This design comes from an exercise in tuning for small area, a short achievable clock period and few clock cycles per item on the open sky130 flow, not from production work. In this exercise RTL edits were held to simulation tests only and were not proved equivalent to the original. No activity file was given, so power comes from the tool's default toggle rates.

Setup of juniper:
Design multiplier, start of the top module:
module multiplier(
	input logic clk,
	input logic rst,
	input logic start_flag,
	input logic[15:0] a,
	input logic[15:0] b,
	output logic[31:0] result,
	output logic status
	);
For scale: about 62 flip-flops, about 7300 µm² of cells after synthesis.
Settings: LEC_CHECK=0, CAP_MARGIN=20, CORE_MARGIN=2, CORE_UTILIZATION=70, GPL_TIMING_DRIVEN=0, SLEW_MARGIN=20, SYNTH_HIERARCHICAL=1; clock period 4.0 ns.
standard.sh (not shown) runs the stock make flow with config.mk's settings and CLKGATE_MAP_FILE= SYNTH_SCRIPT=/design/flow/synth_recipe.tcl, a recipe that flattens the netlist after the stock synthesis.
==> flow/flow/run.sh <==
#!/bin/bash
set -euo pipefail
cd "$(dirname "$0")/.."
export BUFFER_PORTS_ARGS="-buffer_cell sky130_fd_sc_hd__buf_2"
bash standard.sh > make.log 2>&1
juniper finished every stage and its layout cleared the timing, DRC and antenna checks.
Testbench counts of juniper, summed over its fixed seeds: cycles 1,608, items 1,600.
What garnet does differently from juniper at the input level:
- GPL_TIMING_DRIVEN: 0 -> 1
- SETUP_SLACK_MARGIN: unset -> 0.3
==> run notes <==
- In garnet, the worst hold slack came out 0.0074 ns below the value in juniper.
- Global-route wire length before repair deteriorates in garnet relative to juniper.
- Re final instance area: garnet is about 0.7% up on juniper.
- From juniper to garnet the numbers moved as follows: overall power fell by 7.2%; cell count saw an increase; combinational power shrank by about 13%; via count rose by 123; first-pass iteration count of the detailed router went down 1.
Changes in cedar relative to garnet:
- CTS_BUF_LIST: unset -> sky130_fd_sc_hd__clkbuf_2 sky130_fd_sc_hd__clkbuf_4
- GPL_TIMING_DRIVEN: 1 -> 0
- CORE_UTILIZATION: 70 -> 40
### Flow results
- cedar: PASS, flow complete, no timing, DRC or antenna violations
- [compare] base=garnet new=cedar: setup slack lost 0.072 ns, first-pass GRT wire length neither gained nor lost much, final cell count picked up an extra 102, total power of the final layout picked up an extra about 14%.
- Number of endpoints with negative hold slack in the final report of garnet is on par with cedar.
- Going from garnet to cedar, global-route met2 utilization shrinks by 25 points.
- First-iteration DRC count (garnet / cedar): 1.2
- Summary — number of detailed-route iterations in the first pass, cedar relative to garnet: higher, by 1.
- Going from garnet to cedar, proportion of cell area spent on the clock network shrinks by 1.1 points.
--- input diff cedar..yarrow ---
- removing CTS_BUF_LIST (formerly sky130_fd_sc_hd__clkbuf_2 sky130_fd_sc_hd__clkbuf_4)
Notes after the runs:
yarrow closes out successfully: all stages finished, all timing, DRC and antenna checks passed.
Power delta (yarrow − cedar): unfavourable
Taking cedar as the reference, in yarrow via count decreased by about 0.53% relative to the old numbers; final non-filler cell area increased by 250 µm² relative to the old numbers; critical path depth decreased by 3 relative to the old numbers.
Cell-internal power was higher in yarrow than in cedar.
Input changes introduced in harbor (baseline for comparison: yarrow):
- a change of CORE_UTILIZATION from 40 to 70
Notes after the runs:
Against yarrow, wire length of the first global-routing pass in harbor fell by a few percent.
NOTE: cell area after placement in harbor falls short of that of yarrow
[harbor vs yarrow] area added between synthesis and finish: lower in harbor
Comparing harbor and yarrow, the lower setup slack is on harbor.
Detail-routed net length per standard cell ends up lower on yarrow.
For yarrow, the cell at the slowest stage of the critical path was fa_1, unlike harbor, where it was dfxtp_1.
harbor vs. yarrow: height of the chip now sits lower, routability congestion estimate from global placement now sits higher, x dimension of the die now sits lower, number of antenna violations at the first check in global routing now sits at about the same level.

---

Setup of run 1:
Another version of the RTL of multiplier (not shown whole).
For scale: about 58 flip-flops, about 68 I/O pins.
==> flow/config.mk <==
export PLATFORM = sky130hd
export DESIGN_NAME = multiplier
export DESIGN_NICKNAME = multiplier
export VERILOG_FILES = /design/flow/design.v
export SDC_FILE = /design/flow/constraint.sdc
export NUM_CORES = 4
export LEC_CHECK = 0
export CAP_MARGIN = 20
export CORE_MARGIN = 2
export CORE_UTILIZATION = 70
export GPL_TIMING_DRIVEN = 1
export SETUP_SLACK_MARGIN = 0.5
export SLEW_MARGIN = 20
export SYNTH_HIERARCHICAL = 1
==> flow/constraint.sdc <==
create_clock -name core_clock -period 4.0 [get_ports {clk}]
set_input_delay 0.8000 -clock core_clock [delete_from_list [all_inputs] [get_ports {clk}]]
set_output_delay 0.8000 -clock core_clock [all_outputs]
set_load 0.01 [all_outputs]
Scripts as last shown in full above: flow/flow/run.sh
Testbench counts of run 1, summed over its fixed seeds: cycles 1,608, items 1,600.
Input-level comparison between run 2 and run 1:
# run 1
export LEC_CHECK = 0
export CAP_MARGIN = 20
export CORE_MARGIN = 2
export CORE_UTILIZATION = 70
export GPL_TIMING_DRIVEN = 1
export SETUP_SLACK_MARGIN = 0.5
export SLEW_MARGIN = 20
export SYNTH_HIERARCHICAL = 1
create_clock -name core_clock -period 4.0 [get_ports {clk}]
# run 2
export LEC_CHECK = 0
export CAP_MARGIN = 20
export CORE_MARGIN = 2
export CORE_UTILIZATION = 70
export GPL_TIMING_DRIVEN = 1
export SETUP_SLACK_MARGIN = 0.4
export SLEW_MARGIN = 20
export SYNTH_HIERARCHICAL = 1
create_clock -name core_clock -period 4.0 [get_ports {clk}]
- In summary, run 2 completed successfully, with a layout that passed the timing, DRC and antenna checks.
- Per the comparison of run 2 with run 1, portion of total power attributed to the clock network went down by 0.6 points, shortest period the worst path allows has increased.
- Re summed area of non-filler cells in the final layout: run 2 and run 1 aren't equal, and the higher value belongs to run 1.
- Diff run 1 -> run 2 | portion of total power attributed to sequential cells | increase of 0.4 points
- Changes observed in run 2 relative to run 1: share of the final layout cell area in sequential cells now sits higher, global-route usage over all layers fell 1.9 points.
- Compared to run 1, the router laid down less metal wire for run 2.
Inputs modified between run 2 and run 3:
# run 2
export LEC_CHECK = 0
export CAP_MARGIN = 20
export CORE_MARGIN = 2
export CORE_UTILIZATION = 70
export GPL_TIMING_DRIVEN = 1
export SETUP_SLACK_MARGIN = 0.4
export SLEW_MARGIN = 20
export SYNTH_HIERARCHICAL = 1
create_clock -name core_clock -period 4.0 [get_ports {clk}]
# run 3
export LEC_CHECK = 0
export CAP_MARGIN = 20
export CORE_MARGIN = 2
export CORE_UTILIZATION = 80
export GPL_TIMING_DRIVEN = 1
export SETUP_SLACK_MARGIN = 0.3
export SLEW_MARGIN = 20
export SYNTH_HIERARCHICAL = 1
create_clock -name core_clock -period 4.0 [get_ports {clk}]
Findings:
Run 3 gives more total global-route track usage than run 2 did.
In the flow results for run 3 and run 2, the post-detailed-placement half-perimeter wirelength is larger on run 3.
The final area of run 3 was superior to that of run 2.
Compared with run 2, run 3 shows a higher total power.
The cell with the largest stage delay on the worst path comes out sky130_fd_sc_hd__fa_1 in one run and sky130_fd_sc_hd__ha_1 in the other, namely in run 2 and run 3 respectively.
Sort run 3 and run 2 by data-path buffer share of cell area in the final layout, descending, and run 3 comes first.
Taking run 2 as the reference, in run 3 part of the total power dissipated in combinational logic went down by 0.2 points; sequential share of cell area was more or less identical.
## Diff of input files: run 4 against run 3
# run 3
export LEC_CHECK = 0
export CAP_MARGIN = 20
export CORE_MARGIN = 2
export CORE_UTILIZATION = 80
export GPL_TIMING_DRIVEN = 1
export SETUP_SLACK_MARGIN = 0.3
export SLEW_MARGIN = 20
export SYNTH_HIERARCHICAL = 1
create_clock -name core_clock -period 4.0 [get_ports {clk}]
# run 4
export LEC_CHECK = 0
export CAP_MARGIN = 20
export CORE_MARGIN = 2
export CORE_UTILIZATION = 70
export GPL_TIMING_DRIVEN = 1
export SETUP_SLACK_MARGIN = 0.3
export SLEW_MARGIN = 20
export SYNTH_HIERARCHICAL = 1
create_clock -name core_clock -period 4.0 [get_ports {clk}]
==> flow/flow/run.sh <==
#!/bin/bash
set -euo pipefail
cd "$(dirname "$0")/.."
export BUFFER_PORTS_ARGS="-buffer_cell sky130_fd_sc_hd__buf_1"
bash standard.sh > make.log 2>&1
Notes after the runs:
Between run 3 and run 4, overall die area is higher for run 4, run 3 comes in under that. Run 4 -> run 3: final count of negative-setup-slack endpoints flat. Between run 3 and run 4, the difference in clock transition at the registers of the reported paths is negligible. On final area, run 4 does worse than run 3. Relative to run 3, setup slack has gone up in run 4.
What run 5 does differently from run 4 at the input level:
# run 4
export LEC_CHECK = 0
export CAP_MARGIN = 20
export CORE_MARGIN = 2
export CORE_UTILIZATION = 70
export GPL_TIMING_DRIVEN = 1
export SETUP_SLACK_MARGIN = 0.3
export SLEW_MARGIN = 20
export SYNTH_HIERARCHICAL = 1
create_clock -name core_clock -period 4.0 [get_ports {clk}]
# run 5
export LEC_CHECK = 0
export CAP_MARGIN = 20
export CORE_MARGIN = 2
export CORE_UTILIZATION = 70
export CTS_BUF_LIST = sky130_fd_sc_hd__clkbuf_4 sky130_fd_sc_hd__clkbuf_8
export CTS_CLUSTER_SIZE = 30
export GPL_TIMING_DRIVEN = 1
export SETUP_SLACK_MARGIN = 0.3
export SLEW_MARGIN = 20
export SYNTH_HIERARCHICAL = 1
create_clock -name core_clock -period 4.0 [get_ports {clk}]
==> flow/flow/run.sh <==
#!/bin/bash
set -euo pipefail
cd "$(dirname "$0")/.."
export BUFFER_PORTS_ARGS="-buffer_cell sky130_fd_sc_hd__buf_2"
bash standard.sh > make.log 2>&1
Findings:
- Looking at clock network power across run 4 and run 5, the one that comes out lower is run 4.
- As far as number of clock buffers inserted by TritonCTS goes, run 4 and run 5 are indistinguishable; the numbers are identical.
- Looking at run 4 and run 5, the critical path arrival is a wash.
- Run 5: no failed stages, no open violations at the end
- Run 5 vs run 4 — number of placed cells counting well taps dropped by a few percent
- In the tables for run 4 and run 5, sum of routed wire length over all layers reads lower with run 5.
- Run 5 has more setup slack than run 4.
- Against run 4 as the reference, run 5 delivers a lower net switching power.
- Worst max-slew margin expressed relative to the limit: run 5 > run 4
- Core util | run 5 vs run 4 | run 5 lower

port drivers added, routing unchanged:
The results above use ideal ports. As a check the final layouts listed here were re-extracted and re-timed, cells and wires unchanged.
Step 1 assumes that a clkbuf_16 drives the clock port and a buf_2 every other input.
Step 2 also shifts input and output timing later by t, the mid clock arrival at the registers, as if the neighbouring blocks saw the same clock.
Slacks: no drivers / after step 1 / after step 2; pairs: no drivers / after step 1.
run | t, ns | setup slack, ns | worst setup path at the end
juniper | 0.386 | 0.137 / 0.100 / -0.217 | input to register
garnet | 0.390 | 0.355 / 0.322 / 0.111 | input to register
cedar | 0.486 | 0.283 / 0.246 / -0.110 | input to register
yarrow | 0.379 | 0.385 / 0.376 / 0.026 | input to register
harbor | 0.392 | 0.353 / 0.315 / 0.004 | input to register
run 1 | 0.395 | 0.548 / 0.521 / 0.167 | input to register
run 2 | 0.394 | 0.513 / 0.477 / 0.137 | input to register
run 3 | 0.385 | 0.371 / 0.338 / 0.028 | input to register
run 4 | 0.386 | 0.393 / 0.394 / 0.008 | input to register
run 5 | 0.388 | 0.397 / 0.411 / 0.023 | input to register
Met with ideal ports but missed after step 2: setup timing in juniper and cedar. The setup slack of cedar, which loses most, moves by -0.037 ns with the drivers and by -0.393 ns with both steps.
